From an optimization exercise on the open Yosys and OpenROAD flow, aimed at small area and a short achievable clock period; shortcuts taken in it are not production practice.
At most, simulation tests tie the RTL to the original design; equivalence was not proved.
No functional check of the RTL was part of run 2.
No activity file was given, so power comes from the tool's default toggle rates.

==> flow/design.v (outline; a module is shown in full before it is edited, if it fits) <==
// module pfx_nnp: 4 lines
// module pfx_nnp_g: 3 lines
// module pfx_npp_g: 3 lines
// module pfx_pnn_g: 3 lines
// module pfx_ppn: 4 lines
// module pfx_ppn_g: 3 lines
// module cpa: 253 lines
// module fa_m: 4 lines
// module ha_m: 4 lines
// module adder_1: 236 lines
module adder_1 #(parameter DSIZE = 64)
            (
                in_a,
                in_b,
                in_c,
                in_d,
                sum,
                clk,
                rst_n
            );
  // ...
==> flow/flow/run.sh <==
#!/bin/bash
export BUFFER_PORTS_ARGS="-buffer_cell sky130_fd_sc_hd__buf_1"
bash standard.sh ABC_LOAD_IN_FF=3 finish > standard.log 2>&1
==> flow/standard.sh <==
#!/bin/bash
# synth_recipe.tcl (not shown) runs the flow's synth.tcl, then flattens the netlist and writes it again
# the make line also repeats each setting of config.mk as NAME=value (left out here)
make -C /OpenROAD-flow-scripts/flow DESIGN_CONFIG=/design/flow/config.mk WORK_HOME=/design/flow/orfs CLKGATE_MAP_FILE= SYNTH_SCRIPT=/design/flow/synth_recipe.tcl "${@:-finish}"
==> flow/config.mk <==
export PLATFORM = sky130hd
export DESIGN_NAME = adder_1
export DESIGN_NICKNAME = adder_1
export VERILOG_FILES = /design/flow/design.v
export SDC_FILE = /design/flow/constraint.sdc
export NUM_CORES = 4
export LEC_CHECK = 0
export CAP_MARGIN = 20
export CORE_MARGIN = 2
export CORE_UTILIZATION = 40
export CTS_BUF_LIST = sky130_fd_sc_hd__clkbuf_4 sky130_fd_sc_hd__clkbuf_8
export SETUP_SLACK_MARGIN = 2.0
export SLEW_MARGIN = 20
export SYNTH_HIERARCHICAL = 1
export SYNTH_MINIMUM_KEEP_SIZE = 0
==> flow/constraint.sdc <==
create_clock -name core_clock -period 4.0 [get_ports {clk}]
set_input_delay 0.8000 -clock core_clock [delete_from_list [all_inputs] [get_ports {clk}]]
set_output_delay 0.8000 -clock core_clock [all_outputs]
set_load 0.01 [all_outputs]
==> impl_metrics.json, run 1 <==
{
  "outcome": "complete, no violations",
  "clockBufferDepth": 2,
  "ff_latch_area_um2": 4760,
  "route.met3.wl_um": 1740,
  "leakagePower_uw": 0.00508,
  "synthAdderAreaFrac_pct": 32.5,
  "firstDrtPassIters": 4,
  "clkPwrFrac_pct": 16.1,
  "crit_slowest_cell": "fa_2",
  "drt-vias-per-instance": 4.79,
  "gr-usage-met3_pct": 4.27,
  "path_clk_slew_ns": 0.10,
  "finalHoldViolations": 0,
  "grt.met2_usage_pct": 30.9,
  "area_dominant_class": "multi-input gates",
  "initial_core_util_pct": 40.5,
  "startpoint": "in_a[33]",
  "slew_headroom_pct": 39.4,
  "synth_area_per_cell_um2": 13.0,
  "die_area_um2": 26600,
  "cts_buffers": 17,
  "fin_tns_setup_ns": 0,
  "rr_endpoint": "sum_l[39]$_DFF_PN0_",
  "core_area_um2": 25000,
  "path_max_fanout": 1,
  "seq_cells": 190,
  "cap_violations": 0,
  "cts_tree": "done",
  "min_from": "pv_l[0]$_DFF_PN0_",
  "vias": 7087,
  "multi_input_area_um2": 5810,
  "ctsResizeCount": 27,
  "signal_buffers": 340,
  "reg2reg_slack_ns": 2.06,
  "rr_worst_depth": 8,
  "yosys.area.top_type_share_pct": 46.9,
  "ys_ff_latch": 190
}
==> module adder_1, before the edit <==
module adder_1 #(parameter DSIZE = 64)
            (
                in_a,
                in_b,
                in_c,
                in_d,
                sum,
                clk,
                rst_n
            );
input   [DSIZE-1:0]     in_a;
input   [DSIZE-1:0]     in_b;
input   [DSIZE-1:0]     in_c;
input   [DSIZE-1:0]     in_d;
output  [DSIZE-1:0]     sum ;
input                   clk;
input                   rst_n;
wire   [DSIZE-1:0]      s1, c1, s2, c2, pv, gv;
fa_m u_fa1_0 (.a(in_a[0]), .b(in_b[0]), .c(in_c[0]), .s(s1[0]), .co(c1[0]));
fa_m u_fa1_1 (.a(in_a[1]), .b(in_b[1]), .c(in_c[1]), .s(s1[1]), .co(c1[1]));
fa_m u_fa1_2 (.a(in_a[2]), .b(in_b[2]), .c(in_c[2]), .s(s1[2]), .co(c1[2]));
fa_m u_fa1_3 (.a(in_a[3]), .b(in_b[3]), .c(in_c[3]), .s(s1[3]), .co(c1[3]));
fa_m u_fa1_4 (.a(in_a[4]), .b(in_b[4]), .c(in_c[4]), .s(s1[4]), .co(c1[4]));
fa_m u_fa1_5 (.a(in_a[5]), .b(in_b[5]), .c(in_c[5]), .s(s1[5]), .co(c1[5]));
fa_m u_fa1_6 (.a(in_a[6]), .b(in_b[6]), .c(in_c[6]), .s(s1[6]), .co(c1[6]));
fa_m u_fa1_7 (.a(in_a[7]), .b(in_b[7]), .c(in_c[7]), .s(s1[7]), .co(c1[7]));
fa_m u_fa1_8 (.a(in_a[8]), .b(in_b[8]), .c(in_c[8]), .s(s1[8]), .co(c1[8]));
fa_m u_fa1_9 (.a(in_a[9]), .b(in_b[9]), .c(in_c[9]), .s(s1[9]), .co(c1[9]));
fa_m u_fa1_10 (.a(in_a[10]), .b(in_b[10]), .c(in_c[10]), .s(s1[10]), .co(c1[10]));
fa_m u_fa1_11 (.a(in_a[11]), .b(in_b[11]), .c(in_c[11]), .s(s1[11]), .co(c1[11]));
fa_m u_fa1_12 (.a(in_a[12]), .b(in_b[12]), .c(in_c[12]), .s(s1[12]), .co(c1[12]));
fa_m u_fa1_13 (.a(in_a[13]), .b(in_b[13]), .c(in_c[13]), .s(s1[13]), .co(c1[13]));
fa_m u_fa1_14 (.a(in_a[14]), .b(in_b[14]), .c(in_c[14]), .s(s1[14]), .co(c1[14]));
fa_m u_fa1_15 (.a(in_a[15]), .b(in_b[15]), .c(in_c[15]), .s(s1[15]), .co(c1[15]));
fa_m u_fa1_16 (.a(in_a[16]), .b(in_b[16]), .c(in_c[16]), .s(s1[16]), .co(c1[16]));
fa_m u_fa1_17 (.a(in_a[17]), .b(in_b[17]), .c(in_c[17]), .s(s1[17]), .co(c1[17]));
fa_m u_fa1_18 (.a(in_a[18]), .b(in_b[18]), .c(in_c[18]), .s(s1[18]), .co(c1[18]));
fa_m u_fa1_19 (.a(in_a[19]), .b(in_b[19]), .c(in_c[19]), .s(s1[19]), .co(c1[19]));
fa_m u_fa1_20 (.a(in_a[20]), .b(in_b[20]), .c(in_c[20]), .s(s1[20]), .co(c1[20]));
fa_m u_fa1_21 (.a(in_a[21]), .b(in_b[21]), .c(in_c[21]), .s(s1[21]), .co(c1[21]));
fa_m u_fa1_22 (.a(in_a[22]), .b(in_b[22]), .c(in_c[22]), .s(s1[22]), .co(c1[22]));
fa_m u_fa1_23 (.a(in_a[23]), .b(in_b[23]), .c(in_c[23]), .s(s1[23]), .co(c1[23]));
fa_m u_fa1_24 (.a(in_a[24]), .b(in_b[24]), .c(in_c[24]), .s(s1[24]), .co(c1[24]));
fa_m u_fa1_25 (.a(in_a[25]), .b(in_b[25]), .c(in_c[25]), .s(s1[25]), .co(c1[25]));
fa_m u_fa1_26 (.a(in_a[26]), .b(in_b[26]), .c(in_c[26]), .s(s1[26]), .co(c1[26]));
fa_m u_fa1_27 (.a(in_a[27]), .b(in_b[27]), .c(in_c[27]), .s(s1[27]), .co(c1[27]));
fa_m u_fa1_28 (.a(in_a[28]), .b(in_b[28]), .c(in_c[28]), .s(s1[28]), .co(c1[28]));
fa_m u_fa1_29 (.a(in_a[29]), .b(in_b[29]), .c(in_c[29]), .s(s1[29]), .co(c1[29]));
fa_m u_fa1_30 (.a(in_a[30]), .b(in_b[30]), .c(in_c[30]), .s(s1[30]), .co(c1[30]));
fa_m u_fa1_31 (.a(in_a[31]), .b(in_b[31]), .c(in_c[31]), .s(s1[31]), .co(c1[31]));
fa_m u_fa1_32 (.a(in_a[32]), .b(in_b[32]), .c(in_c[32]), .s(s1[32]), .co(c1[32]));
fa_m u_fa1_33 (.a(in_a[33]), .b(in_b[33]), .c(in_c[33]), .s(s1[33]), .co(c1[33]));
fa_m u_fa1_34 (.a(in_a[34]), .b(in_b[34]), .c(in_c[34]), .s(s1[34]), .co(c1[34]));
fa_m u_fa1_35 (.a(in_a[35]), .b(in_b[35]), .c(in_c[35]), .s(s1[35]), .co(c1[35]));
fa_m u_fa1_36 (.a(in_a[36]), .b(in_b[36]), .c(in_c[36]), .s(s1[36]), .co(c1[36]));
fa_m u_fa1_37 (.a(in_a[37]), .b(in_b[37]), .c(in_c[37]), .s(s1[37]), .co(c1[37]));
fa_m u_fa1_38 (.a(in_a[38]), .b(in_b[38]), .c(in_c[38]), .s(s1[38]), .co(c1[38]));
fa_m u_fa1_39 (.a(in_a[39]), .b(in_b[39]), .c(in_c[39]), .s(s1[39]), .co(c1[39]));
fa_m u_fa1_40 (.a(in_a[40]), .b(in_b[40]), .c(in_c[40]), .s(s1[40]), .co(c1[40]));
fa_m u_fa1_41 (.a(in_a[41]), .b(in_b[41]), .c(in_c[41]), .s(s1[41]), .co(c1[41]));
fa_m u_fa1_42 (.a(in_a[42]), .b(in_b[42]), .c(in_c[42]), .s(s1[42]), .co(c1[42]));
fa_m u_fa1_43 (.a(in_a[43]), .b(in_b[43]), .c(in_c[43]), .s(s1[43]), .co(c1[43]));
fa_m u_fa1_44 (.a(in_a[44]), .b(in_b[44]), .c(in_c[44]), .s(s1[44]), .co(c1[44]));
fa_m u_fa1_45 (.a(in_a[45]), .b(in_b[45]), .c(in_c[45]), .s(s1[45]), .co(c1[45]));
fa_m u_fa1_46 (.a(in_a[46]), .b(in_b[46]), .c(in_c[46]), .s(s1[46]), .co(c1[46]));
fa_m u_fa1_47 (.a(in_a[47]), .b(in_b[47]), .c(in_c[47]), .s(s1[47]), .co(c1[47]));
fa_m u_fa1_48 (.a(in_a[48]), .b(in_b[48]), .c(in_c[48]), .s(s1[48]), .co(c1[48]));
fa_m u_fa1_49 (.a(in_a[49]), .b(in_b[49]), .c(in_c[49]), .s(s1[49]), .co(c1[49]));
fa_m u_fa1_50 (.a(in_a[50]), .b(in_b[50]), .c(in_c[50]), .s(s1[50]), .co(c1[50]));
fa_m u_fa1_51 (.a(in_a[51]), .b(in_b[51]), .c(in_c[51]), .s(s1[51]), .co(c1[51]));
fa_m u_fa1_52 (.a(in_a[52]), .b(in_b[52]), .c(in_c[52]), .s(s1[52]), .co(c1[52]));
fa_m u_fa1_53 (.a(in_a[53]), .b(in_b[53]), .c(in_c[53]), .s(s1[53]), .co(c1[53]));
fa_m u_fa1_54 (.a(in_a[54]), .b(in_b[54]), .c(in_c[54]), .s(s1[54]), .co(c1[54]));
fa_m u_fa1_55 (.a(in_a[55]), .b(in_b[55]), .c(in_c[55]), .s(s1[55]), .co(c1[55]));
fa_m u_fa1_56 (.a(in_a[56]), .b(in_b[56]), .c(in_c[56]), .s(s1[56]), .co(c1[56]));
fa_m u_fa1_57 (.a(in_a[57]), .b(in_b[57]), .c(in_c[57]), .s(s1[57]), .co(c1[57]));
fa_m u_fa1_58 (.a(in_a[58]), .b(in_b[58]), .c(in_c[58]), .s(s1[58]), .co(c1[58]));
fa_m u_fa1_59 (.a(in_a[59]), .b(in_b[59]), .c(in_c[59]), .s(s1[59]), .co(c1[59]));
fa_m u_fa1_60 (.a(in_a[60]), .b(in_b[60]), .c(in_c[60]), .s(s1[60]), .co(c1[60]));
fa_m u_fa1_61 (.a(in_a[61]), .b(in_b[61]), .c(in_c[61]), .s(s1[61]), .co(c1[61]));
fa_m u_fa1_62 (.a(in_a[62]), .b(in_b[62]), .c(in_c[62]), .s(s1[62]), .co(c1[62]));
assign s1[63] = in_a[63] ^ in_b[63] ^ in_c[63];
assign c1[63] = 1'b0;
ha_m u_fa2_0 (.a(s1[0]), .b(in_d[0]), .s(s2[0]), .co(c2[0]));
fa_m u_fa2_1 (.a(s1[1]), .b(c1[0]), .c(in_d[1]), .s(s2[1]), .co(c2[1]));
fa_m u_fa2_2 (.a(s1[2]), .b(c1[1]), .c(in_d[2]), .s(s2[2]), .co(c2[2]));
fa_m u_fa2_3 (.a(s1[3]), .b(c1[2]), .c(in_d[3]), .s(s2[3]), .co(c2[3]));
fa_m u_fa2_4 (.a(s1[4]), .b(c1[3]), .c(in_d[4]), .s(s2[4]), .co(c2[4]));
fa_m u_fa2_5 (.a(s1[5]), .b(c1[4]), .c(in_d[5]), .s(s2[5]), .co(c2[5]));
fa_m u_fa2_6 (.a(s1[6]), .b(c1[5]), .c(in_d[6]), .s(s2[6]), .co(c2[6]));
fa_m u_fa2_7 (.a(s1[7]), .b(c1[6]), .c(in_d[7]), .s(s2[7]), .co(c2[7]));
fa_m u_fa2_8 (.a(s1[8]), .b(c1[7]), .c(in_d[8]), .s(s2[8]), .co(c2[8]));
fa_m u_fa2_9 (.a(s1[9]), .b(c1[8]), .c(in_d[9]), .s(s2[9]), .co(c2[9]));
fa_m u_fa2_10 (.a(s1[10]), .b(c1[9]), .c(in_d[10]), .s(s2[10]), .co(c2[10]));
fa_m u_fa2_11 (.a(s1[11]), .b(c1[10]), .c(in_d[11]), .s(s2[11]), .co(c2[11]));
fa_m u_fa2_12 (.a(s1[12]), .b(c1[11]), .c(in_d[12]), .s(s2[12]), .co(c2[12]));
fa_m u_fa2_13 (.a(s1[13]), .b(c1[12]), .c(in_d[13]), .s(s2[13]), .co(c2[13]));
fa_m u_fa2_14 (.a(s1[14]), .b(c1[13]), .c(in_d[14]), .s(s2[14]), .co(c2[14]));
fa_m u_fa2_15 (.a(s1[15]), .b(c1[14]), .c(in_d[15]), .s(s2[15]), .co(c2[15]));
fa_m u_fa2_16 (.a(s1[16]), .b(c1[15]), .c(in_d[16]), .s(s2[16]), .co(c2[16]));
fa_m u_fa2_17 (.a(s1[17]), .b(c1[16]), .c(in_d[17]), .s(s2[17]), .co(c2[17]));
fa_m u_fa2_18 (.a(s1[18]), .b(c1[17]), .c(in_d[18]), .s(s2[18]), .co(c2[18]));
fa_m u_fa2_19 (.a(s1[19]), .b(c1[18]), .c(in_d[19]), .s(s2[19]), .co(c2[19]));
fa_m u_fa2_20 (.a(s1[20]), .b(c1[19]), .c(in_d[20]), .s(s2[20]), .co(c2[20]));
fa_m u_fa2_21 (.a(s1[21]), .b(c1[20]), .c(in_d[21]), .s(s2[21]), .co(c2[21]));
fa_m u_fa2_22 (.a(s1[22]), .b(c1[21]), .c(in_d[22]), .s(s2[22]), .co(c2[22]));
fa_m u_fa2_23 (.a(s1[23]), .b(c1[22]), .c(in_d[23]), .s(s2[23]), .co(c2[23]));
fa_m u_fa2_24 (.a(s1[24]), .b(c1[23]), .c(in_d[24]), .s(s2[24]), .co(c2[24]));
fa_m u_fa2_25 (.a(s1[25]), .b(c1[24]), .c(in_d[25]), .s(s2[25]), .co(c2[25]));
fa_m u_fa2_26 (.a(s1[26]), .b(c1[25]), .c(in_d[26]), .s(s2[26]), .co(c2[26]));
fa_m u_fa2_27 (.a(s1[27]), .b(c1[26]), .c(in_d[27]), .s(s2[27]), .co(c2[27]));
fa_m u_fa2_28 (.a(s1[28]), .b(c1[27]), .c(in_d[28]), .s(s2[28]), .co(c2[28]));
fa_m u_fa2_29 (.a(s1[29]), .b(c1[28]), .c(in_d[29]), .s(s2[29]), .co(c2[29]));
fa_m u_fa2_30 (.a(s1[30]), .b(c1[29]), .c(in_d[30]), .s(s2[30]), .co(c2[30]));
fa_m u_fa2_31 (.a(s1[31]), .b(c1[30]), .c(in_d[31]), .s(s2[31]), .co(c2[31]));
fa_m u_fa2_32 (.a(s1[32]), .b(c1[31]), .c(in_d[32]), .s(s2[32]), .co(c2[32]));
fa_m u_fa2_33 (.a(s1[33]), .b(c1[32]), .c(in_d[33]), .s(s2[33]), .co(c2[33]));
fa_m u_fa2_34 (.a(s1[34]), .b(c1[33]), .c(in_d[34]), .s(s2[34]), .co(c2[34]));
fa_m u_fa2_35 (.a(s1[35]), .b(c1[34]), .c(in_d[35]), .s(s2[35]), .co(c2[35]));
fa_m u_fa2_36 (.a(s1[36]), .b(c1[35]), .c(in_d[36]), .s(s2[36]), .co(c2[36]));
fa_m u_fa2_37 (.a(s1[37]), .b(c1[36]), .c(in_d[37]), .s(s2[37]), .co(c2[37]));
fa_m u_fa2_38 (.a(s1[38]), .b(c1[37]), .c(in_d[38]), .s(s2[38]), .co(c2[38]));
fa_m u_fa2_39 (.a(s1[39]), .b(c1[38]), .c(in_d[39]), .s(s2[39]), .co(c2[39]));
fa_m u_fa2_40 (.a(s1[40]), .b(c1[39]), .c(in_d[40]), .s(s2[40]), .co(c2[40]));
fa_m u_fa2_41 (.a(s1[41]), .b(c1[40]), .c(in_d[41]), .s(s2[41]), .co(c2[41]));
fa_m u_fa2_42 (.a(s1[42]), .b(c1[41]), .c(in_d[42]), .s(s2[42]), .co(c2[42]));
fa_m u_fa2_43 (.a(s1[43]), .b(c1[42]), .c(in_d[43]), .s(s2[43]), .co(c2[43]));
fa_m u_fa2_44 (.a(s1[44]), .b(c1[43]), .c(in_d[44]), .s(s2[44]), .co(c2[44]));
fa_m u_fa2_45 (.a(s1[45]), .b(c1[44]), .c(in_d[45]), .s(s2[45]), .co(c2[45]));
fa_m u_fa2_46 (.a(s1[46]), .b(c1[45]), .c(in_d[46]), .s(s2[46]), .co(c2[46]));
fa_m u_fa2_47 (.a(s1[47]), .b(c1[46]), .c(in_d[47]), .s(s2[47]), .co(c2[47]));
fa_m u_fa2_48 (.a(s1[48]), .b(c1[47]), .c(in_d[48]), .s(s2[48]), .co(c2[48]));
fa_m u_fa2_49 (.a(s1[49]), .b(c1[48]), .c(in_d[49]), .s(s2[49]), .co(c2[49]));
fa_m u_fa2_50 (.a(s1[50]), .b(c1[49]), .c(in_d[50]), .s(s2[50]), .co(c2[50]));
fa_m u_fa2_51 (.a(s1[51]), .b(c1[50]), .c(in_d[51]), .s(s2[51]), .co(c2[51]));
fa_m u_fa2_52 (.a(s1[52]), .b(c1[51]), .c(in_d[52]), .s(s2[52]), .co(c2[52]));
fa_m u_fa2_53 (.a(s1[53]), .b(c1[52]), .c(in_d[53]), .s(s2[53]), .co(c2[53]));
fa_m u_fa2_54 (.a(s1[54]), .b(c1[53]), .c(in_d[54]), .s(s2[54]), .co(c2[54]));
fa_m u_fa2_55 (.a(s1[55]), .b(c1[54]), .c(in_d[55]), .s(s2[55]), .co(c2[55]));
fa_m u_fa2_56 (.a(s1[56]), .b(c1[55]), .c(in_d[56]), .s(s2[56]), .co(c2[56]));
fa_m u_fa2_57 (.a(s1[57]), .b(c1[56]), .c(in_d[57]), .s(s2[57]), .co(c2[57]));
fa_m u_fa2_58 (.a(s1[58]), .b(c1[57]), .c(in_d[58]), .s(s2[58]), .co(c2[58]));
fa_m u_fa2_59 (.a(s1[59]), .b(c1[58]), .c(in_d[59]), .s(s2[59]), .co(c2[59]));
fa_m u_fa2_60 (.a(s1[60]), .b(c1[59]), .c(in_d[60]), .s(s2[60]), .co(c2[60]));
fa_m u_fa2_61 (.a(s1[61]), .b(c1[60]), .c(in_d[61]), .s(s2[61]), .co(c2[61]));
fa_m u_fa2_62 (.a(s1[62]), .b(c1[61]), .c(in_d[62]), .s(s2[62]), .co(c2[62]));
assign s2[63] = s1[63] ^ c1[62] ^ in_d[63];
assign c2[63] = 1'b0;
assign pv[0] = s2[0];
assign gv[0] = 1'b0;
ha_m u_ha3_1 (.a(s2[1]), .b(c2[0]), .s(pv[1]), .co(gv[1]));
ha_m u_ha3_2 (.a(s2[2]), .b(c2[1]), .s(pv[2]), .co(gv[2]));
ha_m u_ha3_3 (.a(s2[3]), .b(c2[2]), .s(pv[3]), .co(gv[3]));
ha_m u_ha3_4 (.a(s2[4]), .b(c2[3]), .s(pv[4]), .co(gv[4]));
ha_m u_ha3_5 (.a(s2[5]), .b(c2[4]), .s(pv[5]), .co(gv[5]));
ha_m u_ha3_6 (.a(s2[6]), .b(c2[5]), .s(pv[6]), .co(gv[6]));
ha_m u_ha3_7 (.a(s2[7]), .b(c2[6]), .s(pv[7]), .co(gv[7]));
ha_m u_ha3_8 (.a(s2[8]), .b(c2[7]), .s(pv[8]), .co(gv[8]));
ha_m u_ha3_9 (.a(s2[9]), .b(c2[8]), .s(pv[9]), .co(gv[9]));
ha_m u_ha3_10 (.a(s2[10]), .b(c2[9]), .s(pv[10]), .co(gv[10]));
ha_m u_ha3_11 (.a(s2[11]), .b(c2[10]), .s(pv[11]), .co(gv[11]));
ha_m u_ha3_12 (.a(s2[12]), .b(c2[11]), .s(pv[12]), .co(gv[12]));
ha_m u_ha3_13 (.a(s2[13]), .b(c2[12]), .s(pv[13]), .co(gv[13]));
ha_m u_ha3_14 (.a(s2[14]), .b(c2[13]), .s(pv[14]), .co(gv[14]));
ha_m u_ha3_15 (.a(s2[15]), .b(c2[14]), .s(pv[15]), .co(gv[15]));
ha_m u_ha3_16 (.a(s2[16]), .b(c2[15]), .s(pv[16]), .co(gv[16]));
ha_m u_ha3_17 (.a(s2[17]), .b(c2[16]), .s(pv[17]), .co(gv[17]));
ha_m u_ha3_18 (.a(s2[18]), .b(c2[17]), .s(pv[18]), .co(gv[18]));
ha_m u_ha3_19 (.a(s2[19]), .b(c2[18]), .s(pv[19]), .co(gv[19]));
ha_m u_ha3_20 (.a(s2[20]), .b(c2[19]), .s(pv[20]), .co(gv[20]));
ha_m u_ha3_21 (.a(s2[21]), .b(c2[20]), .s(pv[21]), .co(gv[21]));
ha_m u_ha3_22 (.a(s2[22]), .b(c2[21]), .s(pv[22]), .co(gv[22]));
ha_m u_ha3_23 (.a(s2[23]), .b(c2[22]), .s(pv[23]), .co(gv[23]));
ha_m u_ha3_24 (.a(s2[24]), .b(c2[23]), .s(pv[24]), .co(gv[24]));
ha_m u_ha3_25 (.a(s2[25]), .b(c2[24]), .s(pv[25]), .co(gv[25]));
ha_m u_ha3_26 (.a(s2[26]), .b(c2[25]), .s(pv[26]), .co(gv[26]));
ha_m u_ha3_27 (.a(s2[27]), .b(c2[26]), .s(pv[27]), .co(gv[27]));
ha_m u_ha3_28 (.a(s2[28]), .b(c2[27]), .s(pv[28]), .co(gv[28]));
ha_m u_ha3_29 (.a(s2[29]), .b(c2[28]), .s(pv[29]), .co(gv[29]));
ha_m u_ha3_30 (.a(s2[30]), .b(c2[29]), .s(pv[30]), .co(gv[30]));
ha_m u_ha3_31 (.a(s2[31]), .b(c2[30]), .s(pv[31]), .co(gv[31]));
ha_m u_ha3_32 (.a(s2[32]), .b(c2[31]), .s(pv[32]), .co(gv[32]));
ha_m u_ha3_33 (.a(s2[33]), .b(c2[32]), .s(pv[33]), .co(gv[33]));
ha_m u_ha3_34 (.a(s2[34]), .b(c2[33]), .s(pv[34]), .co(gv[34]));
ha_m u_ha3_35 (.a(s2[35]), .b(c2[34]), .s(pv[35]), .co(gv[35]));
ha_m u_ha3_36 (.a(s2[36]), .b(c2[35]), .s(pv[36]), .co(gv[36]));
ha_m u_ha3_37 (.a(s2[37]), .b(c2[36]), .s(pv[37]), .co(gv[37]));
ha_m u_ha3_38 (.a(s2[38]), .b(c2[37]), .s(pv[38]), .co(gv[38]));
ha_m u_ha3_39 (.a(s2[39]), .b(c2[38]), .s(pv[39]), .co(gv[39]));
ha_m u_ha3_40 (.a(s2[40]), .b(c2[39]), .s(pv[40]), .co(gv[40]));
ha_m u_ha3_41 (.a(s2[41]), .b(c2[40]), .s(pv[41]), .co(gv[41]));
ha_m u_ha3_42 (.a(s2[42]), .b(c2[41]), .s(pv[42]), .co(gv[42]));
ha_m u_ha3_43 (.a(s2[43]), .b(c2[42]), .s(pv[43]), .co(gv[43]));
ha_m u_ha3_44 (.a(s2[44]), .b(c2[43]), .s(pv[44]), .co(gv[44]));
ha_m u_ha3_45 (.a(s2[45]), .b(c2[44]), .s(pv[45]), .co(gv[45]));
ha_m u_ha3_46 (.a(s2[46]), .b(c2[45]), .s(pv[46]), .co(gv[46]));
ha_m u_ha3_47 (.a(s2[47]), .b(c2[46]), .s(pv[47]), .co(gv[47]));
ha_m u_ha3_48 (.a(s2[48]), .b(c2[47]), .s(pv[48]), .co(gv[48]));
ha_m u_ha3_49 (.a(s2[49]), .b(c2[48]), .s(pv[49]), .co(gv[49]));
ha_m u_ha3_50 (.a(s2[50]), .b(c2[49]), .s(pv[50]), .co(gv[50]));
ha_m u_ha3_51 (.a(s2[51]), .b(c2[50]), .s(pv[51]), .co(gv[51]));
ha_m u_ha3_52 (.a(s2[52]), .b(c2[51]), .s(pv[52]), .co(gv[52]));
ha_m u_ha3_53 (.a(s2[53]), .b(c2[52]), .s(pv[53]), .co(gv[53]));
ha_m u_ha3_54 (.a(s2[54]), .b(c2[53]), .s(pv[54]), .co(gv[54]));
ha_m u_ha3_55 (.a(s2[55]), .b(c2[54]), .s(pv[55]), .co(gv[55]));
ha_m u_ha3_56 (.a(s2[56]), .b(c2[55]), .s(pv[56]), .co(gv[56]));
ha_m u_ha3_57 (.a(s2[57]), .b(c2[56]), .s(pv[57]), .co(gv[57]));
ha_m u_ha3_58 (.a(s2[58]), .b(c2[57]), .s(pv[58]), .co(gv[58]));
ha_m u_ha3_59 (.a(s2[59]), .b(c2[58]), .s(pv[59]), .co(gv[59]));
ha_m u_ha3_60 (.a(s2[60]), .b(c2[59]), .s(pv[60]), .co(gv[60]));
ha_m u_ha3_61 (.a(s2[61]), .b(c2[60]), .s(pv[61]), .co(gv[61]));
ha_m u_ha3_62 (.a(s2[62]), .b(c2[61]), .s(pv[62]), .co(gv[62]));
assign pv[63] = s2[63] ^ c2[62];
assign gv[63] = 1'b0;
reg    [DSIZE-1:0]      pv_l;
reg    [DSIZE-2:1]      gv_l;
reg    [DSIZE-1:0]      sum_l;
wire   [DSIZE-1:0]      sum_n;
cpa u_cpa (.p0(pv_l), .g0({1'b0, gv_l, 1'b0}), .s(sum_n));
always @(posedge clk or negedge rst_n)
begin
    if(~rst_n)
    begin
        pv_l    <= 0;
        gv_l    <= 0;
        sum_l   <= 0;
    end
    else
    begin
        pv_l    <= pv;
        gv_l    <= gv[DSIZE-2:1];
        sum_l   <= sum_n;
    end
end
assign sum = sum_l;
endmodule
==> run 2, diff against run 1 <==
--- a/flow/design.v
+++ b/flow/design.v
@@ -275,6 +275,13 @@
 assign s = a ^ b ^ c;
 assign co = (a & b) | (a & c) | (b & c);
 endmodule
+module c42_m (input a, input b, input c, input d, input ci, output s, output cy, output co);
+wire x1 = a ^ b;
+wire x = x1 ^ c ^ d;
+assign co = x1 ? c : a;
+assign s = x ^ ci;
+assign cy = x ? ci : d;
+endmodule
 module ha_m (input a, input b, output s, output co);
 assign s = a ^ b;
 assign co = a & b;
@@ -297,136 +304,71 @@
 input                   clk;
 input                   rst_n;
 wire   [DSIZE-1:0]      s1, c1, s2, c2, pv, gv;
-fa_m u_fa1_0 (.a(in_a[0]), .b(in_b[0]), .c(in_c[0]), .s(s1[0]), .co(c1[0]));
-fa_m u_fa1_1 (.a(in_a[1]), .b(in_b[1]), .c(in_c[1]), .s(s1[1]), .co(c1[1]));
-fa_m u_fa1_2 (.a(in_a[2]), .b(in_b[2]), .c(in_c[2]), .s(s1[2]), .co(c1[2]));
-fa_m u_fa1_3 (.a(in_a[3]), .b(in_b[3]), .c(in_c[3]), .s(s1[3]), .co(c1[3]));
-fa_m u_fa1_4 (.a(in_a[4]), .b(in_b[4]), .c(in_c[4]), .s(s1[4]), .co(c1[4]));
-fa_m u_fa1_5 (.a(in_a[5]), .b(in_b[5]), .c(in_c[5]), .s(s1[5]), .co(c1[5]));
-fa_m u_fa1_6 (.a(in_a[6]), .b(in_b[6]), .c(in_c[6]), .s(s1[6]), .co(c1[6]));
-fa_m u_fa1_7 (.a(in_a[7]), .b(in_b[7]), .c(in_c[7]), .s(s1[7]), .co(c1[7]));
-fa_m u_fa1_8 (.a(in_a[8]), .b(in_b[8]), .c(in_c[8]), .s(s1[8]), .co(c1[8]));
-fa_m u_fa1_9 (.a(in_a[9]), .b(in_b[9]), .c(in_c[9]), .s(s1[9]), .co(c1[9]));
-fa_m u_fa1_10 (.a(in_a[10]), .b(in_b[10]), .c(in_c[10]), .s(s1[10]), .co(c1[10]));
-fa_m u_fa1_11 (.a(in_a[11]), .b(in_b[11]), .c(in_c[11]), .s(s1[11]), .co(c1[11]));
-fa_m u_fa1_12 (.a(in_a[12]), .b(in_b[12]), .c(in_c[12]), .s(s1[12]), .co(c1[12]));
-fa_m u_fa1_13 (.a(in_a[13]), .b(in_b[13]), .c(in_c[13]), .s(s1[13]), .co(c1[13]));
-fa_m u_fa1_14 (.a(in_a[14]), .b(in_b[14]), .c(in_c[14]), .s(s1[14]), .co(c1[14]));
-fa_m u_fa1_15 (.a(in_a[15]), .b(in_b[15]), .c(in_c[15]), .s(s1[15]), .co(c1[15]));
-fa_m u_fa1_16 (.a(in_a[16]), .b(in_b[16]), .c(in_c[16]), .s(s1[16]), .co(c1[16]));
-fa_m u_fa1_17 (.a(in_a[17]), .b(in_b[17]), .c(in_c[17]), .s(s1[17]), .co(c1[17]));
-fa_m u_fa1_18 (.a(in_a[18]), .b(in_b[18]), .c(in_c[18]), .s(s1[18]), .co(c1[18]));
-fa_m u_fa1_19 (.a(in_a[19]), .b(in_b[19]), .c(in_c[19]), .s(s1[19]), .co(c1[19]));
-fa_m u_fa1_20 (.a(in_a[20]), .b(in_b[20]), .c(in_c[20]), .s(s1[20]), .co(c1[20]));
-fa_m u_fa1_21 (.a(in_a[21]), .b(in_b[21]), .c(in_c[21]), .s(s1[21]), .co(c1[21]));
-fa_m u_fa1_22 (.a(in_a[22]), .b(in_b[22]), .c(in_c[22]), .s(s1[22]), .co(c1[22]));
-fa_m u_fa1_23 (.a(in_a[23]), .b(in_b[23]), .c(in_c[23]), .s(s1[23]), .co(c1[23]));
-fa_m u_fa1_24 (.a(in_a[24]), .b(in_b[24]), .c(in_c[24]), .s(s1[24]), .co(c1[24]));
-fa_m u_fa1_25 (.a(in_a[25]), .b(in_b[25]), .c(in_c[25]), .s(s1[25]), .co(c1[25]));
-fa_m u_fa1_26 (.a(in_a[26]), .b(in_b[26]), .c(in_c[26]), .s(s1[26]), .co(c1[26]));
-fa_m u_fa1_27 (.a(in_a[27]), .b(in_b[27]), .c(in_c[27]), .s(s1[27]), .co(c1[27]));
-fa_m u_fa1_28 (.a(in_a[28]), .b(in_b[28]), .c(in_c[28]), .s(s1[28]), .co(c1[28]));
-fa_m u_fa1_29 (.a(in_a[29]), .b(in_b[29]), .c(in_c[29]), .s(s1[29]), .co(c1[29]));
-fa_m u_fa1_30 (.a(in_a[30]), .b(in_b[30]), .c(in_c[30]), .s(s1[30]), .co(c1[30]));
-fa_m u_fa1_31 (.a(in_a[31]), .b(in_b[31]), .c(in_c[31]), .s(s1[31]), .co(c1[31]));
-fa_m u_fa1_32 (.a(in_a[32]), .b(in_b[32]), .c(in_c[32]), .s(s1[32]), .co(c1[32]));
-fa_m u_fa1_33 (.a(in_a[33]), .b(in_b[33]), .c(in_c[33]), .s(s1[33]), .co(c1[33]));
-fa_m u_fa1_34 (.a(in_a[34]), .b(in_b[34]), .c(in_c[34]), .s(s1[34]), .co(c1[34]));
-fa_m u_fa1_35 (.a(in_a[35]), .b(in_b[35]), .c(in_c[35]), .s(s1[35]), .co(c1[35]));
-fa_m u_fa1_36 (.a(in_a[36]), .b(in_b[36]), .c(in_c[36]), .s(s1[36]), .co(c1[36]));
-fa_m u_fa1_37 (.a(in_a[37]), .b(in_b[37]), .c(in_c[37]), .s(s1[37]), .co(c1[37]));
-fa_m u_fa1_38 (.a(in_a[38]), .b(in_b[38]), .c(in_c[38]), .s(s1[38]), .co(c1[38]));
-fa_m u_fa1_39 (.a(in_a[39]), .b(in_b[39]), .c(in_c[39]), .s(s1[39]), .co(c1[39]));
-fa_m u_fa1_40 (.a(in_a[40]), .b(in_b[40]), .c(in_c[40]), .s(s1[40]), .co(c1[40]));
-fa_m u_fa1_41 (.a(in_a[41]), .b(in_b[41]), .c(in_c[41]), .s(s1[41]), .co(c1[41]));
-fa_m u_fa1_42 (.a(in_a[42]), .b(in_b[42]), .c(in_c[42]), .s(s1[42]), .co(c1[42]));
-fa_m u_fa1_43 (.a(in_a[43]), .b(in_b[43]), .c(in_c[43]), .s(s1[43]), .co(c1[43]));
-fa_m u_fa1_44 (.a(in_a[44]), .b(in_b[44]), .c(in_c[44]), .s(s1[44]), .co(c1[44]));
-fa_m u_fa1_45 (.a(in_a[45]), .b(in_b[45]), .c(in_c[45]), .s(s1[45]), .co(c1[45]));
-fa_m u_fa1_46 (.a(in_a[46]), .b(in_b[46]), .c(in_c[46]), .s(s1[46]), .co(c1[46]));
-fa_m u_fa1_47 (.a(in_a[47]), .b(in_b[47]), .c(in_c[47]), .s(s1[47]), .co(c1[47]));
-fa_m u_fa1_48 (.a(in_a[48]), .b(in_b[48]), .c(in_c[48]), .s(s1[48]), .co(c1[48]));
-fa_m u_fa1_49 (.a(in_a[49]), .b(in_b[49]), .c(in_c[49]), .s(s1[49]), .co(c1[49]));
-fa_m u_fa1_50 (.a(in_a[50]), .b(in_b[50]), .c(in_c[50]), .s(s1[50]), .co(c1[50]));
-fa_m u_fa1_51 (.a(in_a[51]), .b(in_b[51]), .c(in_c[51]), .s(s1[51]), .co(c1[51]));
-fa_m u_fa1_52 (.a(in_a[52]), .b(in_b[52]), .c(in_c[52]), .s(s1[52]), .co(c1[52]));
-fa_m u_fa1_53 (.a(in_a[53]), .b(in_b[53]), .c(in_c[53]), .s(s1[53]), .co(c1[53]));
-fa_m u_fa1_54 (.a(in_a[54]), .b(in_b[54]), .c(in_c[54]), .s(s1[54]), .co(c1[54]));
-fa_m u_fa1_55 (.a(in_a[55]), .b(in_b[55]), .c(in_c[55]), .s(s1[55]), .co(c1[55]));
-fa_m u_fa1_56 (.a(in_a[56]), .b(in_b[56]), .c(in_c[56]), .s(s1[56]), .co(c1[56]));
-fa_m u_fa1_57 (.a(in_a[57]), .b(in_b[57]), .c(in_c[57]), .s(s1[57]), .co(c1[57]));
-fa_m u_fa1_58 (.a(in_a[58]), .b(in_b[58]), .c(in_c[58]), .s(s1[58]), .co(c1[58]));
-fa_m u_fa1_59 (.a(in_a[59]), .b(in_b[59]), .c(in_c[59]), .s(s1[59]), .co(c1[59]));
-fa_m u_fa1_60 (.a(in_a[60]), .b(in_b[60]), .c(in_c[60]), .s(s1[60]), .co(c1[60]));
-fa_m u_fa1_61 (.a(in_a[61]), .b(in_b[61]), .c(in_c[61]), .s(s1[61]), .co(c1[61]));
-fa_m u_fa1_62 (.a(in_a[62]), .b(in_b[62]), .c(in_c[62]), .s(s1[62]), .co(c1[62]));
-assign s1[63] = in_a[63] ^ in_b[63] ^ in_c[63];
-assign c1[63] = 1'b0;
-ha_m u_fa2_0 (.a(s1[0]), .b(in_d[0]), .s(s2[0]), .co(c2[0]));
-fa_m u_fa2_1 (.a(s1[1]), .b(c1[0]), .c(in_d[1]), .s(s2[1]), .co(c2[1]));
-fa_m u_fa2_2 (.a(s1[2]), .b(c1[1]), .c(in_d[2]), .s(s2[2]), .co(c2[2]));
-fa_m u_fa2_3 (.a(s1[3]), .b(c1[2]), .c(in_d[3]), .s(s2[3]), .co(c2[3]));
-fa_m u_fa2_4 (.a(s1[4]), .b(c1[3]), .c(in_d[4]), .s(s2[4]), .co(c2[4]));
-fa_m u_fa2_5 (.a(s1[5]), .b(c1[4]), .c(in_d[5]), .s(s2[5]), .co(c2[5]));
-fa_m u_fa2_6 (.a(s1[6]), .b(c1[5]), .c(in_d[6]), .s(s2[6]), .co(c2[6]));
-fa_m u_fa2_7 (.a(s1[7]), .b(c1[6]), .c(in_d[7]), .s(s2[7]), .co(c2[7]));
-fa_m u_fa2_8 (.a(s1[8]), .b(c1[7]), .c(in_d[8]), .s(s2[8]), .co(c2[8]));
-fa_m u_fa2_9 (.a(s1[9]), .b(c1[8]), .c(in_d[9]), .s(s2[9]), .co(c2[9]));
-fa_m u_fa2_10 (.a(s1[10]), .b(c1[9]), .c(in_d[10]), .s(s2[10]), .co(c2[10]));
-fa_m u_fa2_11 (.a(s1[11]), .b(c1[10]), .c(in_d[11]), .s(s2[11]), .co(c2[11]));
-fa_m u_fa2_12 (.a(s1[12]), .b(c1[11]), .c(in_d[12]), .s(s2[12]), .co(c2[12]));
-fa_m u_fa2_13 (.a(s1[13]), .b(c1[12]), .c(in_d[13]), .s(s2[13]), .co(c2[13]));
-fa_m u_fa2_14 (.a(s1[14]), .b(c1[13]), .c(in_d[14]), .s(s2[14]), .co(c2[14]));
-fa_m u_fa2_15 (.a(s1[15]), .b(c1[14]), .c(in_d[15]), .s(s2[15]), .co(c2[15]));
-fa_m u_fa2_16 (.a(s1[16]), .b(c1[15]), .c(in_d[16]), .s(s2[16]), .co(c2[16]));
-fa_m u_fa2_17 (.a(s1[17]), .b(c1[16]), .c(in_d[17]), .s(s2[17]), .co(c2[17]));
-fa_m u_fa2_18 (.a(s1[18]), .b(c1[17]), .c(in_d[18]), .s(s2[18]), .co(c2[18]));
-fa_m u_fa2_19 (.a(s1[19]), .b(c1[18]), .c(in_d[19]), .s(s2[19]), .co(c2[19]));
-fa_m u_fa2_20 (.a(s1[20]), .b(c1[19]), .c(in_d[20]), .s(s2[20]), .co(c2[20]));
-fa_m u_fa2_21 (.a(s1[21]), .b(c1[20]), .c(in_d[21]), .s(s2[21]), .co(c2[21]));
-fa_m u_fa2_22 (.a(s1[22]), .b(c1[21]), .c(in_d[22]), .s(s2[22]), .co(c2[22]));
-fa_m u_fa2_23 (.a(s1[23]), .b(c1[22]), .c(in_d[23]), .s(s2[23]), .co(c2[23]));
-fa_m u_fa2_24 (.a(s1[24]), .b(c1[23]), .c(in_d[24]), .s(s2[24]), .co(c2[24]));
-fa_m u_fa2_25 (.a(s1[25]), .b(c1[24]), .c(in_d[25]), .s(s2[25]), .co(c2[25]));
-fa_m u_fa2_26 (.a(s1[26]), .b(c1[25]), .c(in_d[26]), .s(s2[26]), .co(c2[26]));
-fa_m u_fa2_27 (.a(s1[27]), .b(c1[26]), .c(in_d[27]), .s(s2[27]), .co(c2[27]));
-fa_m u_fa2_28 (.a(s1[28]), .b(c1[27]), .c(in_d[28]), .s(s2[28]), .co(c2[28]));
-fa_m u_fa2_29 (.a(s1[29]), .b(c1[28]), .c(in_d[29]), .s(s2[29]), .co(c2[29]));
-fa_m u_fa2_30 (.a(s1[30]), .b(c1[29]), .c(in_d[30]), .s(s2[30]), .co(c2[30]));
-fa_m u_fa2_31 (.a(s1[31]), .b(c1[30]), .c(in_d[31]), .s(s2[31]), .co(c2[31]));
-fa_m u_fa2_32 (.a(s1[32]), .b(c1[31]), .c(in_d[32]), .s(s2[32]), .co(c2[32]));
-fa_m u_fa2_33 (.a(s1[33]), .b(c1[32]), .c(in_d[33]), .s(s2[33]), .co(c2[33]));
-fa_m u_fa2_34 (.a(s1[34]), .b(c1[33]), .c(in_d[34]), .s(s2[34]), .co(c2[34]));
-fa_m u_fa2_35 (.a(s1[35]), .b(c1[34]), .c(in_d[35]), .s(s2[35]), .co(c2[35]));
-fa_m u_fa2_36 (.a(s1[36]), .b(c1[35]), .c(in_d[36]), .s(s2[36]), .co(c2[36]));
-fa_m u_fa2_37 (.a(s1[37]), .b(c1[36]), .c(in_d[37]), .s(s2[37]), .co(c2[37]));
-fa_m u_fa2_38 (.a(s1[38]), .b(c1[37]), .c(in_d[38]), .s(s2[38]), .co(c2[38]));
-fa_m u_fa2_39 (.a(s1[39]), .b(c1[38]), .c(in_d[39]), .s(s2[39]), .co(c2[39]));
-fa_m u_fa2_40 (.a(s1[40]), .b(c1[39]), .c(in_d[40]), .s(s2[40]), .co(c2[40]));
-fa_m u_fa2_41 (.a(s1[41]), .b(c1[40]), .c(in_d[41]), .s(s2[41]), .co(c2[41]));
-fa_m u_fa2_42 (.a(s1[42]), .b(c1[41]), .c(in_d[42]), .s(s2[42]), .co(c2[42]));
-fa_m u_fa2_43 (.a(s1[43]), .b(c1[42]), .c(in_d[43]), .s(s2[43]), .co(c2[43]));
-fa_m u_fa2_44 (.a(s1[44]), .b(c1[43]), .c(in_d[44]), .s(s2[44]), .co(c2[44]));
-fa_m u_fa2_45 (.a(s1[45]), .b(c1[44]), .c(in_d[45]), .s(s2[45]), .co(c2[45]));
-fa_m u_fa2_46 (.a(s1[46]), .b(c1[45]), .c(in_d[46]), .s(s2[46]), .co(c2[46]));
-fa_m u_fa2_47 (.a(s1[47]), .b(c1[46]), .c(in_d[47]), .s(s2[47]), .co(c2[47]));
-fa_m u_fa2_48 (.a(s1[48]), .b(c1[47]), .c(in_d[48]), .s(s2[48]), .co(c2[48]));
-fa_m u_fa2_49 (.a(s1[49]), .b(c1[48]), .c(in_d[49]), .s(s2[49]), .co(c2[49]));
-fa_m u_fa2_50 (.a(s1[50]), .b(c1[49]), .c(in_d[50]), .s(s2[50]), .co(c2[50]));
-fa_m u_fa2_51 (.a(s1[51]), .b(c1[50]), .c(in_d[51]), .s(s2[51]), .co(c2[51]));
-fa_m u_fa2_52 (.a(s1[52]), .b(c1[51]), .c(in_d[52]), .s(s2[52]), .co(c2[52]));
-fa_m u_fa2_53 (.a(s1[53]), .b(c1[52]), .c(in_d[53]), .s(s2[53]), .co(c2[53]));
-fa_m u_fa2_54 (.a(s1[54]), .b(c1[53]), .c(in_d[54]), .s(s2[54]), .co(c2[54]));
-fa_m u_fa2_55 (.a(s1[55]), .b(c1[54]), .c(in_d[55]), .s(s2[55]), .co(c2[55]));
-fa_m u_fa2_56 (.a(s1[56]), .b(c1[55]), .c(in_d[56]), .s(s2[56]), .co(c2[56]));
-fa_m u_fa2_57 (.a(s1[57]), .b(c1[56]), .c(in_d[57]), .s(s2[57]), .co(c2[57]));
-fa_m u_fa2_58 (.a(s1[58]), .b(c1[57]), .c(in_d[58]), .s(s2[58]), .co(c2[58]));
-fa_m u_fa2_59 (.a(s1[59]), .b(c1[58]), .c(in_d[59]), .s(s2[59]), .co(c2[59]));
-fa_m u_fa2_60 (.a(s1[60]), .b(c1[59]), .c(in_d[60]), .s(s2[60]), .co(c2[60]));
-fa_m u_fa2_61 (.a(s1[61]), .b(c1[60]), .c(in_d[61]), .s(s2[61]), .co(c2[61]));
-fa_m u_fa2_62 (.a(s1[62]), .b(c1[61]), .c(in_d[62]), .s(s2[62]), .co(c2[62]));
-assign s2[63] = s1[63] ^ c1[62] ^ in_d[63];
-assign c2[63] = 1'b0;
+c42_m u_c42_0 (.a(in_a[0]), .b(in_b[0]), .c(in_c[0]), .d(in_d[0]), .ci(1'b0), .s(s2[0]), .cy(c2[0]), .co(c1[0]));
+c42_m u_c42_1 (.a(in_a[1]), .b(in_b[1]), .c(in_c[1]), .d(in_d[1]), .ci(c1[0]), .s(s2[1]), .cy(c2[1]), .co(c1[1]));
+c42_m u_c42_2 (.a(in_a[2]), .b(in_b[2]), .c(in_c[2]), .d(in_d[2]), .ci(c1[1]), .s(s2[2]), .cy(c2[2]), .co(c1[2]));
+c42_m u_c42_3 (.a(in_a[3]), .b(in_b[3]), .c(in_c[3]), .d(in_d[3]), .ci(c1[2]), .s(s2[3]), .cy(c2[3]), .co(c1[3]));
+c42_m u_c42_4 (.a(in_a[4]), .b(in_b[4]), .c(in_c[4]), .d(in_d[4]), .ci(c1[3]), .s(s2[4]), .cy(c2[4]), .co(c1[4]));
+c42_m u_c42_5 (.a(in_a[5]), .b(in_b[5]), .c(in_c[5]), .d(in_d[5]), .ci(c1[4]), .s(s2[5]), .cy(c2[5]), .co(c1[5]));
+c42_m u_c42_6 (.a(in_a[6]), .b(in_b[6]), .c(in_c[6]), .d(in_d[6]), .ci(c1[5]), .s(s2[6]), .cy(c2[6]), .co(c1[6]));
+c42_m u_c42_7 (.a(in_a[7]), .b(in_b[7]), .c(in_c[7]), .d(in_d[7]), .ci(c1[6]), .s(s2[7]), .cy(c2[7]), .co(c1[7]));
+c42_m u_c42_8 (.a(in_a[8]), .b(in_b[8]), .c(in_c[8]), .d(in_d[8]), .ci(c1[7]), .s(s2[8]), .cy(c2[8]), .co(c1[8]));
+c42_m u_c42_9 (.a(in_a[9]), .b(in_b[9]), .c(in_c[9]), .d(in_d[9]), .ci(c1[8]), .s(s2[9]), .cy(c2[9]), .co(c1[9]));
+c42_m u_c42_10 (.a(in_a[10]), .b(in_b[10]), .c(in_c[10]), .d(in_d[10]), .ci(c1[9]), .s(s2[10]), .cy(c2[10]), .co(c1[10]));
+c42_m u_c42_11 (.a(in_a[11]), .b(in_b[11]), .c(in_c[11]), .d(in_d[11]), .ci(c1[10]), .s(s2[11]), .cy(c2[11]), .co(c1[11]));
+c42_m u_c42_12 (.a(in_a[12]), .b(in_b[12]), .c(in_c[12]), .d(in_d[12]), .ci(c1[11]), .s(s2[12]), .cy(c2[12]), .co(c1[12]));
+c42_m u_c42_13 (.a(in_a[13]), .b(in_b[13]), .c(in_c[13]), .d(in_d[13]), .ci(c1[12]), .s(s2[13]), .cy(c2[13]), .co(c1[13]));
+c42_m u_c42_14 (.a(in_a[14]), .b(in_b[14]), .c(in_c[14]), .d(in_d[14]), .ci(c1[13]), .s(s2[14]), .cy(c2[14]), .co(c1[14]));
+c42_m u_c42_15 (.a(in_a[15]), .b(in_b[15]), .c(in_c[15]), .d(in_d[15]), .ci(c1[14]), .s(s2[15]), .cy(c2[15]), .co(c1[15]));
+c42_m u_c42_16 (.a(in_a[16]), .b(in_b[16]), .c(in_c[16]), .d(in_d[16]), .ci(c1[15]), .s(s2[16]), .cy(c2[16]), .co(c1[16]));
+c42_m u_c42_17 (.a(in_a[17]), .b(in_b[17]), .c(in_c[17]), .d(in_d[17]), .ci(c1[16]), .s(s2[17]), .cy(c2[17]), .co(c1[17]));
+c42_m u_c42_18 (.a(in_a[18]), .b(in_b[18]), .c(in_c[18]), .d(in_d[18]), .ci(c1[17]), .s(s2[18]), .cy(c2[18]), .co(c1[18]));
+c42_m u_c42_19 (.a(in_a[19]), .b(in_b[19]), .c(in_c[19]), .d(in_d[19]), .ci(c1[18]), .s(s2[19]), .cy(c2[19]), .co(c1[19]));
+c42_m u_c42_20 (.a(in_a[20]), .b(in_b[20]), .c(in_c[20]), .d(in_d[20]), .ci(c1[19]), .s(s2[20]), .cy(c2[20]), .co(c1[20]));
+c42_m u_c42_21 (.a(in_a[21]), .b(in_b[21]), .c(in_c[21]), .d(in_d[21]), .ci(c1[20]), .s(s2[21]), .cy(c2[21]), .co(c1[21]));
+c42_m u_c42_22 (.a(in_a[22]), .b(in_b[22]), .c(in_c[22]), .d(in_d[22]), .ci(c1[21]), .s(s2[22]), .cy(c2[22]), .co(c1[22]));
+c42_m u_c42_23 (.a(in_a[23]), .b(in_b[23]), .c(in_c[23]), .d(in_d[23]), .ci(c1[22]), .s(s2[23]), .cy(c2[23]), .co(c1[23]));
+c42_m u_c42_24 (.a(in_a[24]), .b(in_b[24]), .c(in_c[24]), .d(in_d[24]), .ci(c1[23]), .s(s2[24]), .cy(c2[24]), .co(c1[24]));
+c42_m u_c42_25 (.a(in_a[25]), .b(in_b[25]), .c(in_c[25]), .d(in_d[25]), .ci(c1[24]), .s(s2[25]), .cy(c2[25]), .co(c1[25]));
+c42_m u_c42_26 (.a(in_a[26]), .b(in_b[26]), .c(in_c[26]), .d(in_d[26]), .ci(c1[25]), .s(s2[26]), .cy(c2[26]), .co(c1[26]));
+c42_m u_c42_27 (.a(in_a[27]), .b(in_b[27]), .c(in_c[27]), .d(in_d[27]), .ci(c1[26]), .s(s2[27]), .cy(c2[27]), .co(c1[27]));
+c42_m u_c42_28 (.a(in_a[28]), .b(in_b[28]), .c(in_c[28]), .d(in_d[28]), .ci(c1[27]), .s(s2[28]), .cy(c2[28]), .co(c1[28]));
+c42_m u_c42_29 (.a(in_a[29]), .b(in_b[29]), .c(in_c[29]), .d(in_d[29]), .ci(c1[28]), .s(s2[29]), .cy(c2[29]), .co(c1[29]));
+c42_m u_c42_30 (.a(in_a[30]), .b(in_b[30]), .c(in_c[30]), .d(in_d[30]), .ci(c1[29]), .s(s2[30]), .cy(c2[30]), .co(c1[30]));
+c42_m u_c42_31 (.a(in_a[31]), .b(in_b[31]), .c(in_c[31]), .d(in_d[31]), .ci(c1[30]), .s(s2[31]), .cy(c2[31]), .co(c1[31]));
+c42_m u_c42_32 (.a(in_a[32]), .b(in_b[32]), .c(in_c[32]), .d(in_d[32]), .ci(c1[31]), .s(s2[32]), .cy(c2[32]), .co(c1[32]));
+c42_m u_c42_33 (.a(in_a[33]), .b(in_b[33]), .c(in_c[33]), .d(in_d[33]), .ci(c1[32]), .s(s2[33]), .cy(c2[33]), .co(c1[33]));
+c42_m u_c42_34 (.a(in_a[34]), .b(in_b[34]), .c(in_c[34]), .d(in_d[34]), .ci(c1[33]), .s(s2[34]), .cy(c2[34]), .co(c1[34]));
+c42_m u_c42_35 (.a(in_a[35]), .b(in_b[35]), .c(in_c[35]), .d(in_d[35]), .ci(c1[34]), .s(s2[35]), .cy(c2[35]), .co(c1[35]));
+c42_m u_c42_36 (.a(in_a[36]), .b(in_b[36]), .c(in_c[36]), .d(in_d[36]), .ci(c1[35]), .s(s2[36]), .cy(c2[36]), .co(c1[36]));
+c42_m u_c42_37 (.a(in_a[37]), .b(in_b[37]), .c(in_c[37]), .d(in_d[37]), .ci(c1[36]), .s(s2[37]), .cy(c2[37]), .co(c1[37]));
+c42_m u_c42_38 (.a(in_a[38]), .b(in_b[38]), .c(in_c[38]), .d(in_d[38]), .ci(c1[37]), .s(s2[38]), .cy(c2[38]), .co(c1[38]));
+c42_m u_c42_39 (.a(in_a[39]), .b(in_b[39]), .c(in_c[39]), .d(in_d[39]), .ci(c1[38]), .s(s2[39]), .cy(c2[39]), .co(c1[39]));
+c42_m u_c42_40 (.a(in_a[40]), .b(in_b[40]), .c(in_c[40]), .d(in_d[40]), .ci(c1[39]), .s(s2[40]), .cy(c2[40]), .co(c1[40]));
+c42_m u_c42_41 (.a(in_a[41]), .b(in_b[41]), .c(in_c[41]), .d(in_d[41]), .ci(c1[40]), .s(s2[41]), .cy(c2[41]), .co(c1[41]));
+c42_m u_c42_42 (.a(in_a[42]), .b(in_b[42]), .c(in_c[42]), .d(in_d[42]), .ci(c1[41]), .s(s2[42]), .cy(c2[42]), .co(c1[42]));
+c42_m u_c42_43 (.a(in_a[43]), .b(in_b[43]), .c(in_c[43]), .d(in_d[43]), .ci(c1[42]), .s(s2[43]), .cy(c2[43]), .co(c1[43]));
+c42_m u_c42_44 (.a(in_a[44]), .b(in_b[44]), .c(in_c[44]), .d(in_d[44]), .ci(c1[43]), .s(s2[44]), .cy(c2[44]), .co(c1[44]));
+c42_m u_c42_45 (.a(in_a[45]), .b(in_b[45]), .c(in_c[45]), .d(in_d[45]), .ci(c1[44]), .s(s2[45]), .cy(c2[45]), .co(c1[45]));
+c42_m u_c42_46 (.a(in_a[46]), .b(in_b[46]), .c(in_c[46]), .d(in_d[46]), .ci(c1[45]), .s(s2[46]), .cy(c2[46]), .co(c1[46]));
+c42_m u_c42_47 (.a(in_a[47]), .b(in_b[47]), .c(in_c[47]), .d(in_d[47]), .ci(c1[46]), .s(s2[47]), .cy(c2[47]), .co(c1[47]));
+c42_m u_c42_48 (.a(in_a[48]), .b(in_b[48]), .c(in_c[48]), .d(in_d[48]), .ci(c1[47]), .s(s2[48]), .cy(c2[48]), .co(c1[48]));
+c42_m u_c42_49 (.a(in_a[49]), .b(in_b[49]), .c(in_c[49]), .d(in_d[49]), .ci(c1[48]), .s(s2[49]), .cy(c2[49]), .co(c1[49]));
+c42_m u_c42_50 (.a(in_a[50]), .b(in_b[50]), .c(in_c[50]), .d(in_d[50]), .ci(c1[49]), .s(s2[50]), .cy(c2[50]), .co(c1[50]));
+c42_m u_c42_51 (.a(in_a[51]), .b(in_b[51]), .c(in_c[51]), .d(in_d[51]), .ci(c1[50]), .s(s2[51]), .cy(c2[51]), .co(c1[51]));
+c42_m u_c42_52 (.a(in_a[52]), .b(in_b[52]), .c(in_c[52]), .d(in_d[52]), .ci(c1[51]), .s(s2[52]), .cy(c2[52]), .co(c1[52]));
+c42_m u_c42_53 (.a(in_a[53]), .b(in_b[53]), .c(in_c[53]), .d(in_d[53]), .ci(c1[52]), .s(s2[53]), .cy(c2[53]), .co(c1[53]));
+c42_m u_c42_54 (.a(in_a[54]), .b(in_b[54]), .c(in_c[54]), .d(in_d[54]), .ci(c1[53]), .s(s2[54]), .cy(c2[54]), .co(c1[54]));
+c42_m u_c42_55 (.a(in_a[55]), .b(in_b[55]), .c(in_c[55]), .d(in_d[55]), .ci(c1[54]), .s(s2[55]), .cy(c2[55]), .co(c1[55]));
+c42_m u_c42_56 (.a(in_a[56]), .b(in_b[56]), .c(in_c[56]), .d(in_d[56]), .ci(c1[55]), .s(s2[56]), .cy(c2[56]), .co(c1[56]));
+c42_m u_c42_57 (.a(in_a[57]), .b(in_b[57]), .c(in_c[57]), .d(in_d[57]), .ci(c1[56]), .s(s2[57]), .cy(c2[57]), .co(c1[57]));
+c42_m u_c42_58 (.a(in_a[58]), .b(in_b[58]), .c(in_c[58]), .d(in_d[58]), .ci(c1[57]), .s(s2[58]), .cy(c2[58]), .co(c1[58]));
+c42_m u_c42_59 (.a(in_a[59]), .b(in_b[59]), .c(in_c[59]), .d(in_d[59]), .ci(c1[58]), .s(s2[59]), .cy(c2[59]), .co(c1[59]));
+c42_m u_c42_60 (.a(in_a[60]), .b(in_b[60]), .c(in_c[60]), .d(in_d[60]), .ci(c1[59]), .s(s2[60]), .cy(c2[60]), .co(c1[60]));
+c42_m u_c42_61 (.a(in_a[61]), .b(in_b[61]), .c(in_c[61]), .d(in_d[61]), .ci(c1[60]), .s(s2[61]), .cy(c2[61]), .co(c1[61]));
+c42_m u_c42_62 (.a(in_a[62]), .b(in_b[62]), .c(in_c[62]), .d(in_d[62]), .ci(c1[61]), .s(s2[62]), .cy(c2[62]), .co(c1[62]));
+c42_m u_c42_63 (.a(in_a[63]), .b(in_b[63]), .c(in_c[63]), .d(in_d[63]), .ci(c1[62]), .s(s2[63]), .cy(c2[63]), .co(c1[63]));
+assign s1 = 0;
 assign pv[0] = s2[0];
 assign gv[0] = 1'b0;
 ha_m u_ha3_1 (.a(s2[1]), .b(c2[0]), .s(pv[1]), .co(gv[1]));
==> flow/flow/run.sh (replaced) <==
#!/bin/bash
export BUFFER_PORTS_ARGS="-buffer_cell sky130_fd_sc_hd__buf_1"
bash standard.sh ADDER_MAP_FILE= ABC_LOAD_IN_FF=3 finish > standard.log 2>&1
--- a/flow/config.mk
+++ b/flow/config.mk
@@ -8,8 +8,7 @@
 export CAP_MARGIN = 20
 export CORE_MARGIN = 2
 export CORE_UTILIZATION = 40
-export CTS_BUF_LIST = sky130_fd_sc_hd__clkbuf_4 sky130_fd_sc_hd__clkbuf_8
-export SETUP_SLACK_MARGIN = 2.0
+export SETUP_SLACK_MARGIN = 2.3
 export SLEW_MARGIN = 20
 export SYNTH_HIERARCHICAL = 1
 export SYNTH_MINIMUM_KEEP_SIZE = 0
==> run 2 against run 1 <==
Net effect: critical path depth up 5; combinational power up 51%; power up 29%; synthesized area up 16%.
==> impl_metrics.json, run 2 <==
{
  "outcome": "complete, no violations",
  "rr_worst_depth": 9,
  "multi_input_area_um2": 8240,
  "nets": 1805,
  "cp-end-kind": "flip-flop",
  "hold_buffers": 0,
  "grt_util_all_layers_pct": 18.6,
  "fillers": 2536,
  "vias": 9301,
  "cap_violations": 0,
  "rows": 62,
  "drt-initial-drc-count": 441,
  "grt_max_degree": 95,
  "cp-start-kind": "flip-flop",
  "cts_buffers": 17,
  "firstDrtPassIters": 6,
  "clock_sinks": 190,
  "skew_ns": 0.00906,
  "drive_gt1_share_pct": 31.5,
  "syn2layout_area_growth_pct": 35.9,
  "dp_hpwl_um": 23100,
  "initial_core_util_pct": 40.9,
  "power_density_nw_per_um2": 613,
  "reg2reg_slack_ns": 2.10,
  "grt_overflow": 0,
  "netlist_area_um2": 11800,
  "placed_area_um2": 13600,
  "timing.fmax_mhz": 527,
  "gp_congestion": 0.854,
  "synth_area_per_cell_um2": 10.2,
  "grt_first_pass_wirelength_um": 45100,
  "maxSlewViolCount": 0,
  "worstPathArrival_ns": 2.25,
  "finalHoldViolations": 0,
  "hp-class": "in2async",
  "die_y_um": 176,
  "rsz0062_at_grt": "yes",
  "final_area_um2": 16000,
  "rr_endpoint": "sum_l[63]$_DFF_PN0_",
  "slew_headroom_pct": 66.4,
  "ir_worst_vdd_mv": 0.318,
  "period_needed_ns": 1.90,
  "r2r-start": "pv_l[5]$_DFF_PN0_",
  "insertion_delay_ns": 0.43,
  "crit_required_ns": 4.35,
  "cts_tree": "done",
  "fin_tns_setup_ns": 0,
  "reg_top3": "pv_l: 64 flops, sum_l: 64 flops, gv_l: 62 flops",
  "critPathKind": "reg2reg",
  "post-route-period-util_pct": 47.4,
  "path_max_fanout": 3,
  "core_area_um2": 28900,
  "routed_wl_um": 29000,
  "grt_antenna_before_repair": 0,
  "die_width_um": 176,
  "pin_count": 322,
  "diodes": 0,
  "clockBufferDepth": 2,
  "portBuffers": 321,
  "layout_commonest_cell": "buf_1",
  "setup_viol": 0,
  "yosysWarnings": 7,
  "drt-vias-per-instance": 4.78,
  "drc_errors": 0,
  "grt_pass1_vias": 9131,
  "max_slew.worst_pin.slew_ns": 0.504,
  "ant_nets": 0,
  "ff_latch_area_um2": 4760,
  "wl_per_cell_um": 14.9,
  "synthCells": 1155,
  "cts_root_buf": "clkbuf_16",
  "path_clk_slew_ns": 0.07,
  "die_area_um2": 30900,
  "leakagePower_uw": 0.00673,
  "cts_max_level": 4,
  "final_cell_mix": "buf_1 (256), dfrtp_1 (184), xor2_1 (148)"
}
[run 2: worst max-delay path, cell delays in order (launching register included)]
cell,delay [ns]
dfrtp_1,0.43
a21oi_4,0.24
o21ai_4,0.12
a21oi_4,0.20
buf_6,0.13
o21ai_4,0.07
a21oi_4,0.24
o21ai_4,0.10
a21oi_2,0.15
xnor2_1,0.12
[run 2: worst max path at each step]
stage	start	end	slack (ns)	cells past startpoint
6_report	pv_l[5]$_DFF_PN0_	sum_l[63]$_DFF_PN0_	2.10	9
5_1_grt	pv_l[3]$_DFF_PN0_	sum_l[33]$_DFF_PN0_	2.05	10
4_1_cts	pv_l[5]$_DFF_PN0_	sum_l[27]$_DFF_PN0_	2.15	9
3_5_place_dp	pv_l[3]$_DFF_PN0_	sum_l[59]$_DFF_PN0_	1.56	8
3_3_place_gp	pv_l[3]$_DFF_PN0_	sum_l[59]$_DFF_PN0_	1.58	8
2_1_floorplan	pv_l[3]$_DFF_PN0_	sum_l[59]$_DFF_PN0_	2.28	8
[run 2: timing repair]
item                       CTS  global route
resized for setup          240           169
setup endpoints to repair  115           114
pin swaps                   29            54
buffers inserted            30            17
[run 2: report_power, final]
group	total [µW]	switching (µW)	internal, µW
Combinational	4940	2600	2330
Sequential	3330	623	2710
Clock	1550	707	843
[run 2: metrics by stage]
stage | hold WS (ns) | utilization, % | total power [µW] | cells | worst slack (ns)
after floorplan | 0.416 | - | 5410 | 1159 | 2.28
after global placement | 0.338 | 47.3 | 6620 | 1865 | 1.58
after detailed placement | 0.338 | 47.3 | 6630 | 1865 | 1.56
after CTS | 0.234 | 53.0 | 9230 | 1927 | 2.15
after global routing | 0.239 | 55.5 | 10400 | 1944 | 2.05
final | 0.249 | 55.5 | 9820 | 1944 | 2.10
[run 2: cell type report]
| type | instances | share of cell area (%) |
|---|---|---|
| multi-input cells | 947 | 51.4 |
| flip-flops and latches | 190 | 29.7 |
| repair buffers | 370 | 11.9 |
| well taps | 384 | 3.00 |
| clock buffers | 23 | 2.98 |
| inverters | 21 | 0.523 |
| clock inverters | 9 | 0.391 |
[run 2: per-layer routing]
metal	up-vias	track usage (%)	share of wire [%]
met2	234	31.6	49
met5	-	0	0
met4	0	4.72	1.7
met1	4392	24.1	43
met3	24	4.24	5.9
li1	4651	-	-

port drivers added, routing unchanged:
Ports are ideal in the flow. The routed layouts listed here were re-timed in OpenROAD. Step 1: set_driving_cell puts a clkbuf_16 on clk and a buf_2 on each other input, an assumption about the parent block. Step 2 adds t to the input delays and takes it off the output delays; t is the mean of the earliest and latest rising clock arrival at the registers after step 1. Input paths then give back, and output paths get back, about the clock's delay inside the block. Slacks: no drivers / after step 1 / after step 2; pairs: no drivers / after step 1.
run	t, ns	setup WS [ns]	worst setup path at the end	latest minus earliest clock arrival (ns)	worst data-port slew with drivers (ns)
run 1	0.500	2.013 / 2.031 / 1.531	input to register	0.017 / 0.018	0.06
run 2	0.472	2.104 / 2.104 / 1.958	input to register	0.009 / 0.009	0.06
After both steps every run listed still meets setup and hold. For run 1, which loses most, drivers alone change the setup slack by +0.018 ns; drivers and shift together by -0.482 ns.
